What follows belongs to an exercise in optimizing a design on an open flow for small area, a short achievable clock period and few clock cycles; a production flow would make more cautious choices.
RTL that was checked went through simulation tests only; none was proved equivalent to the original.

==> run a: inputs <==
Design TPU, start of the top module:
module TPU
#(
    parameter ADDR_BITS = 12
)
(
    input  wire                  clk,
    input  wire                  rst_n,
    input  wire                  in_valid,
    input  wire [7:0]            K,
    input  wire [7:0]            M,
    input  wire [7:0]            N,
    output wire                  busy,
    output wire                  A_wr_en,
    output wire [ADDR_BITS-1:0]  A_index,
    output wire [31:0]           A_data_in,
    input  wire [31:0]           A_data_out,
    output wire                  B_wr_en,
    output wire [ADDR_BITS-1:0]  B_index,
    output wire [31:0]           B_data_in,
    input  wire [31:0]           B_data_out,
    output wire                  C_wr_en,
    output wire [ADDR_BITS-1:0]  C_index,
    output wire [127:0]          C_data_in,
    input  wire [127:0]          C_data_out
);
Settings: LEC_CHECK=0, ABC_CLOCK_PERIOD_IN_PS=2500, CAP_MARGIN=20, CORE_MARGIN=2, CORE_UTILIZATION=50, SLEW_MARGIN=20, SYNTH_HIERARCHICAL=1; clock period 10.0 ns.
standard.sh (not shown) runs the stock make flow with config.mk's settings and CLKGATE_MAP_FILE= SYNTH_SCRIPT=/design/flow/synth_recipe.tcl, a recipe that flattens the netlist after the stock synthesis.
==> flow/flow/run.sh <==
#!/bin/bash
# Layout: the standard ORFS flow, with timing repair asked to aim for a
# shorter period than the clock the design is constrained and signed off at,
# and the ports buffered with plain buffers.
set -euo pipefail
bash standard.sh \
    SETUP_SLACK_MARGIN=6.7 \
    "BUFFER_PORTS_ARGS=-buffer_cell sky130_fd_sc_hd__buf_4" \
    finish > standard_flow.log 2>&1
==> run b: changes against run a <==
==> flow/config.mk (replaced) <==
export PLATFORM = sky130hd
export DESIGN_NAME = TPU
export DESIGN_NICKNAME = TPU
export VERILOG_FILES = /design/flow/design.v
export SDC_FILE = /design/flow/constraint.sdc
export NUM_CORES = 4
export LEC_CHECK = 0
export CAP_MARGIN = 20
export CORE_MARGIN = 2
export CORE_UTILIZATION = 60
export CTS_CLUSTER_DIAMETER = 60
export CTS_CLUSTER_SIZE = 30
export PLACE_DENSITY = 0.7
export SLEW_MARGIN = 20
export SYNTH_HIERARCHICAL = 1
==> run c: changes against run a <==
==> flow/config.mk (replaced) <==
export PLATFORM = sky130hd
export DESIGN_NAME = TPU
export DESIGN_NICKNAME = TPU
export VERILOG_FILES = /design/flow/design.v
export SDC_FILE = /design/flow/constraint.sdc
export NUM_CORES = 4
export LEC_CHECK = 0
export CAP_MARGIN = 20
export CORE_MARGIN = 2
export CORE_UTILIZATION = 50
export CTS_CLUSTER_DIAMETER = 60
export CTS_CLUSTER_SIZE = 30
export SLEW_MARGIN = 20
export SYNTH_HIERARCHICAL = 1
==> run d: changes against run a <==
--- a/flow/design.v
+++ b/flow/design.v
@@ -516,28 +516,24 @@
     wire [ADDR_BITS-1:0] c_nx = start ? {ADDR_BITS{1'b0}} :
                                 C_wr_en_q ? c_idx + 1'b1 : c_idx;
     always @(posedge clk)
         c_idx <= c_nx;
     OREG_R o_busy (.clk(clk), .rst_n(rst_n),
                    .d(start | (busy_q & ~(C_wr_en_q & c_fin))), .q(busy));
     OREG_R o_cwe  (.clk(clk), .rst_n(rst_n), .d(ld), .q(C_wr_en));
-    assign A_index = a_idx;
-    assign B_index = b_idx;
-    assign C_index = c_idx;
+    OREG #(.W(ADDR_BITS)) o_a (.clk(clk), .d(a_nx), .q(A_index));
+    OREG #(.W(ADDR_BITS)) o_b (.clk(clk), .d(b_nx), .q(B_index));
+    OREG #(.W(ADDR_BITS)) o_c (.clk(clk), .d(c_nx), .q(C_index));
     generate
         for (c = 0; c < 4; c = c + 1) begin : g_lane
             wire [22:0] sum = row_out[183-46*c -: 23] + row_out[160-46*c -: 23];
-            wire [2:0]  sgn;
             OREG #(.W(23)) o_lo (.clk(clk), .d(sum), .q(C_data_in[127-32*c-9 -: 23]));
-            for (i = 0; i < 3; i = i + 1) begin : g_sign
-                OREG #(.W(1)) o_s (.clk(clk), .d(sum[22]), .q(sgn[i]));
+            for (i = 0; i < 9; i = i + 1) begin : g_sign
+                OREG #(.W(1)) o_s (.clk(clk), .d(sum[22]), .q(C_data_in[127-32*c-i]));
             end
-            assign C_data_in[127-32*c -: 9] = {sgn[0], sgn[0], sgn[0],
-                                               sgn[1], sgn[1], sgn[1],
-                                               sgn[2], sgn[2], sgn[2]};
         end
     endgenerate
 endmodule
 module OREG #(
     parameter W = 1
 ) (
     input  wire         clk,
==> summary of the runs <==
Sequential share of layout area: run a < run c < run b < run d. Of run b and run c, run c has the higher cell count (gap about 5%, measured against run c). Sequential cell count is the same in run b and run c.
Testbench counts of run a, summed over its fixed seeds: cycles 75,978.
Testbench counts of run b, summed over its fixed seeds: cycles 75,978.
Testbench counts of run c, summed over its fixed seeds: cycles 75,978.
Only the layout flow was run in run d; the RTL was not checked for function there.


==> build 21 <==
TPU, a different RTL version from the one above (not shown whole).
make LEC_CHECK=0 CAP_MARGIN=20 CORE_MARGIN=2 CORE_UTILIZATION=40 SLEW_MARGIN=20 SYNTH_HIERARCHICAL=1 finish   # period 10.0 ns
run.sh (not shown) runs the stock make flow with config.mk's settings and CLKGATE_MAP_FILE= SYNTH_SCRIPT=/design/flow/synth_recipe.tcl, a recipe that flattens the netlist after the stock synthesis.
Stock flow here: none of the scripts above is used.
==> trial 69 (differences from build 21) <==
--- a/flow/design.v
+++ b/flow/design.v
@@ -1,14 +1,15 @@
 module PE (
     input  wire        clk,
     input  wire [7:0]  a,
     input  wire [7:0]  b,
-    input  wire        first,
+    input  wire        first_in,  
     input  wire [7:0]  kc,
     output wire [22:0] acc_out
 );
     reg  [22:0] acc;
+    reg         first;
     wire [22:0] acc_g = first ? {kc, 15'd0} : acc;
     wire pp0_0;
     wire pp0_1;
     wire pp0_2;
     wire pp0_3;
@@ -305,10 +306,11 @@
     FA fa46 (.a(acc_g[12]), .b(x0[12]), .ci(x1[12]), .s(s107), .co(c108));
     FA fa47 (.a(acc_g[13]), .b(x0[13]), .ci(x1[13]), .s(s109), .co(c110));
     FA fa48 (.a(acc_g[14]), .b(x0[14]), .ci(x1[14]), .s(s111), .co(c112));
     reg [14:0] x0, x1;
     always @(posedge clk) begin
+        first <= first_in;
         x0 <= {pp7_7, s83, s81, s79, s77, s75, s73, s71, s69, s67, s65, s63, s61, pp0_1, pp0_0};
         x1 <= {c84, c82, c80, c78, c76, c74, c72, c70, c68, c66, c64, c62, pp2_0, pp1_0, 1'b0};
     end
     wire [22:0] sa = {acc_g[22], acc_g[21], acc_g[20], acc_g[19], acc_g[18], acc_g[17], acc_g[16], acc_g[15], s111, s109, s107, s105, s103, s101, s99, s97, s95, s93, s91, s89, s87, s85, acc_g[0]};
     wire [22:0] sb = {1'b0, 1'b0, 1'b0, 1'b0, 1'b0, 1'b0, 1'b0, c112, c110, c108, c106, c104, c102, c100, c98, c96, c94, c92, c90, c88, c86, x1[1], x0[0]};
@@ -340,11 +342,11 @@
             for (c = 0; c < 4; c = c + 1) begin : g_col
                 PE pe (
                     .clk    (clk),
                     .a      (a_word[31-8*r -: 8]),
                     .b      (b_word[31-8*c -: 8]),
-                    .first  (first),
+                    .first_in(first),
                     .kc     (kc[31-8*r -: 8]),
                     .acc_out(acc[4*r+c])
                 );
             end
         end
@@ -389,19 +391,17 @@
     reg [7:0]  kp1;          
     reg [7:0]  mrem;         
     reg [7:0]  nrem;         
     reg [ADDR_BITS-1:0] bbase;   
     wire start = in_valid & ~busy;
-    wire issue = start | (busy & issuing);
-    wire [7:0] cur_m = busy ? mrem : M;
-    wire [7:0] cur_n = busy ? nrem : N;
-    wire last_k = busy ? (kp1 == k_reg) : (K == 8'd1);
-    wire last_a = (cur_m <= 8'd4);
-    wire last_b = (cur_n <= 8'd4);
+    wire issue = busy & issuing;
+    wire last_k = (kp1 == k_reg);
+    wire last_a = (mrem <= 8'd4);
+    wire last_b = (nrem <= 8'd4);
     wire fin    = last_k & last_a & last_b;
-    wire [1:0] rows_m1 = last_a ? cur_m[1:0] - 2'd1 : 2'd3;
-    wire first_k = start | (kp1 == 8'd1);
+    wire [1:0] rows_m1 = last_a ? mrem[1:0] - 2'd1 : 2'd3;
+    wire first_k = (kp1 == 8'd1);
     always @(posedge clk or negedge rst_n) begin
         if (!rst_n) begin
             k_reg    <= 8'd0;
             m_reg    <= 8'd0;
             issuing  <= 1'b0;
@@ -410,51 +410,49 @@
             mrem     <= 8'd0;
             nrem     <= 8'd0;
             bbase    <= {ADDR_BITS{1'b0}};
             A_index  <= {ADDR_BITS{1'b0}};
             B_index  <= {ADDR_BITS{1'b0}};
-        end else begin
-            if (start) begin
-                k_reg   <= K;
-                m_reg   <= M;
-                mrem    <= M;
-                nrem    <= N;
-                issuing <= 1'b1;
-            end
-            if (issue) begin
-                if (!last_k) begin
-                    kp1     <= (start ? 8'd1 : kp1) + 8'd1;
-                    A_index <= A_index + 1'b1;
-                    B_index <= B_index + 1'b1;
+        end else if (start) begin
+            k_reg   <= K;
+            m_reg   <= M;
+            mrem    <= M;
+            nrem    <= N;
+            kp1     <= 8'd1;
+            issuing <= 1'b1;
+        end else if (issue) begin
+            if (!last_k) begin
+                kp1     <= kp1 + 8'd1;
+                A_index <= A_index + 1'b1;
+                B_index <= B_index + 1'b1;
+            end else begin
+                kp1 <= 8'd1;
+                if (fin) begin
+                    issuing  <= 1'b0;
+                    A_index  <= {ADDR_BITS{1'b0}};
+                    B_index  <= {ADDR_BITS{1'b0}};
+                    bbase    <= {ADDR_BITS{1'b0}};
                 end else begin
-                    kp1 <= 8'd1;
-                    if (fin) begin
-                        issuing  <= 1'b0;
-                        A_index  <= {ADDR_BITS{1'b0}};
-                        B_index  <= {ADDR_BITS{1'b0}};
-                        bbase    <= {ADDR_BITS{1'b0}};
+                    issuing <= (rows_m1 == 2'd0);
+                    gap     <= rows_m1;
+                    if (last_a) begin
+                        mrem    <= m_reg;
+                        nrem    <= nrem - 8'd4;
+                        A_index <= {ADDR_BITS{1'b0}};
+                        B_index <= B_index + 1'b1;
+                        bbase   <= B_index + 1'b1;
                     end else begin
-                        issuing <= (rows_m1 == 2'd0);
-                        gap     <= rows_m1;
-                        if (last_a) begin
-                            mrem    <= start ? M : m_reg;
-                            nrem    <= cur_n - 8'd4;
-                            A_index <= {ADDR_BITS{1'b0}};
-                            B_index <= B_index + 1'b1;
-                            bbase   <= B_index + 1'b1;
-                        end else begin
-                            mrem    <= cur_m - 8'd4;
-                            A_index <= A_index + 1'b1;
-                            B_index <= bbase;
-                        end
+                        mrem    <= mrem - 8'd4;
+                        A_index <= A_index + 1'b1;
+                        B_index <= bbase;
                     end
                 end
-            end else if (gap != 2'd0) begin
-                gap <= gap - 2'd1;
-                if (gap == 2'd1)
-                    issuing <= 1'b1;
             end
+        end else if (gap != 2'd0) begin
+            gap <= gap - 2'd1;
+            if (gap == 2'd1)
+                issuing <= 1'b1;
         end
     end
     always @(posedge clk) begin
         kc[31:24] <= 8'd0 - k_reg;
         kc[23:16] <= 8'd255 - k_reg;
@@ -464,22 +462,22 @@
     reg [31:0] a_word, b_word;
     always @(posedge clk) begin
         a_word <= issue ? A_data_out : 32'd0;
         b_word <= B_data_out;
     end
-    reg       v0, f0, l0, z0;
+    reg       f0, l0, z0;
     reg [1:0] r0;
-    reg       v1, f1, l1, z1;
+    reg       l1, z1;
     reg [1:0] r1;
     always @(posedge clk or negedge rst_n) begin
         if (!rst_n) begin
-            v0 <= 1'b0; f0 <= 1'b0; l0 <= 1'b0; z0 <= 1'b0; r0 <= 2'd0;
-            v1 <= 1'b0; f1 <= 1'b0; l1 <= 1'b0; z1 <= 1'b0; r1 <= 2'd0;
+            f0 <= 1'b0; l0 <= 1'b0; z0 <= 1'b0; r0 <= 2'd0;
+            l1 <= 1'b0; z1 <= 1'b0; r1 <= 2'd0;
         end else begin
-            v0 <= issue;    f0 <= issue & first_k;
-            l0 <= last_k;   z0 <= fin;  r0 <= rows_m1;
-            v1 <= v0;       f1 <= f0;   l1 <= v0 & l0;  z1 <= z0;  r1 <= r0;
+            f0 <= issue & first_k;
+            l0 <= issue & last_k;   z0 <= fin;  r0 <= rows_m1;
+            l1 <= l0;               z1 <= z0;   r1 <= r0;
         end
     end
     reg        ld;         
     reg [1:0]  ld_row;     
     reg [1:0]  ld_last;    
@@ -489,11 +487,11 @@
     wire [91:0] row_out;
     systolic_array array (
         .clk    (clk),
         .a_word (a_word),
         .b_word (b_word),
-        .first  (f1),
+        .first  (f0),
         .kc     (kc),
         .row_sel(ld_row),
         .row_out(row_out)
     );
     always @(posedge clk)
==> flow/flow/run.sh (new file) <==
#!/bin/bash
# Layout: the standard ORFS flow, with timing repair asked to aim for a
# shorter period than the clock the design is constrained and signed off at,
# and the ports buffered with plain buffers.
set -euo pipefail
bash standard.sh \
    SETUP_SLACK_MARGIN=6.5 \
    "BUFFER_PORTS_ARGS=-buffer_cell sky130_fd_sc_hd__buf_4" \
    finish > standard_flow.log 2>&1
==> flow/standard.sh (new file) <==
#!/bin/bash
# synth_recipe.tcl (not shown) runs the flow's synth.tcl, then flattens the netlist and writes it again
# the make line also repeats each setting of config.mk as NAME=value (left out here)
make -C /OpenROAD-flow-scripts/flow DESIGN_CONFIG=/design/flow/config.mk WORK_HOME=/design/flow/orfs CLKGATE_MAP_FILE= SYNTH_SCRIPT=/design/flow/synth_recipe.tcl "${@:-finish}"
removed: flow/run.sh
==> comparison table <==
quantity	trial 69	build 21
Run status	no timing/DRC/antenna violations	no timing/DRC/antenna violations
#MultiIn Comb	4,996	5,026
DP Wirelength	134,900 microns	131,900 microns
Number of global-route vias before repair	50,800	50,520
Worst Setup Slack, final	6.547 ns	5.145 ns
Mean area per synthesized cell	10.95 sq um	11.01 sq um
Seq_cells	1,143	1,129
Critical Path Slowest Stage Cell	sky130_fd_sc_hd__dfxtp_4	sky130_fd_sc_hd__o31ai_1
Share of cell area taken by multi-input logic gates	0.5719	0.5722
Clock net sink count	1,143	1,129
Number of search-and-repair iterations in the first detailed-routing pass	6	5
FF+latch count, synth	1,143	1,129
Share of final-layout standard cells stronger than drive strength 1	0.1311	0.08516
Testbench counts of trial 69, summed over its fixed seeds: cycles 76,170.
No functional check of the RTL was part of build 21.

-- re-timing with driven ports --
In the flow no input, the clock included, has a driving cell. The finished layouts below were timed again as built, in two steps. Step 1, drivers: a clkbuf_16 drives clk and a buf_2 each remaining input, both assumed. Step 2 moves the port delays by t, midway between the first and last clock arrival at a register: inputs arrive t later, outputs are due t later. That takes back most of the time a late clock gives input paths. a / b / c = ideal ports / drivers / drivers and shift; a / b = the first two.
run | t, ns | setup slack, ns | latest minus earliest clock arrival (ns) | worst slew at a driven data input, ns
run a | 0.853 | 6.633 / 6.552 / 6.146 | 0.027 / 0.027 | 0.10
run b | 0.782 | 6.707 / 6.627 / 6.283 | 0.044 / 0.044 | 0.12
run c | 0.809 | 6.647 / 6.567 / 6.256 | 0.047 / 0.047 | 0.09
run d | 0.848 | 6.581 / 6.581 / 6.386 | 0.026 / 0.026 | 0.11
build 21 | 0.860 | 5.145 / 5.145 / 5.119 | 0.035 / 0.034 | 0.05
trial 69 | 0.873 | 6.547 / 6.467 / 6.500 | 0.036 / 0.036 | 0.11
After both steps every run listed still meets setup and hold. The setup slack of run a, which loses most, moves by -0.081 ns with the drivers and by -0.487 ns with both steps.
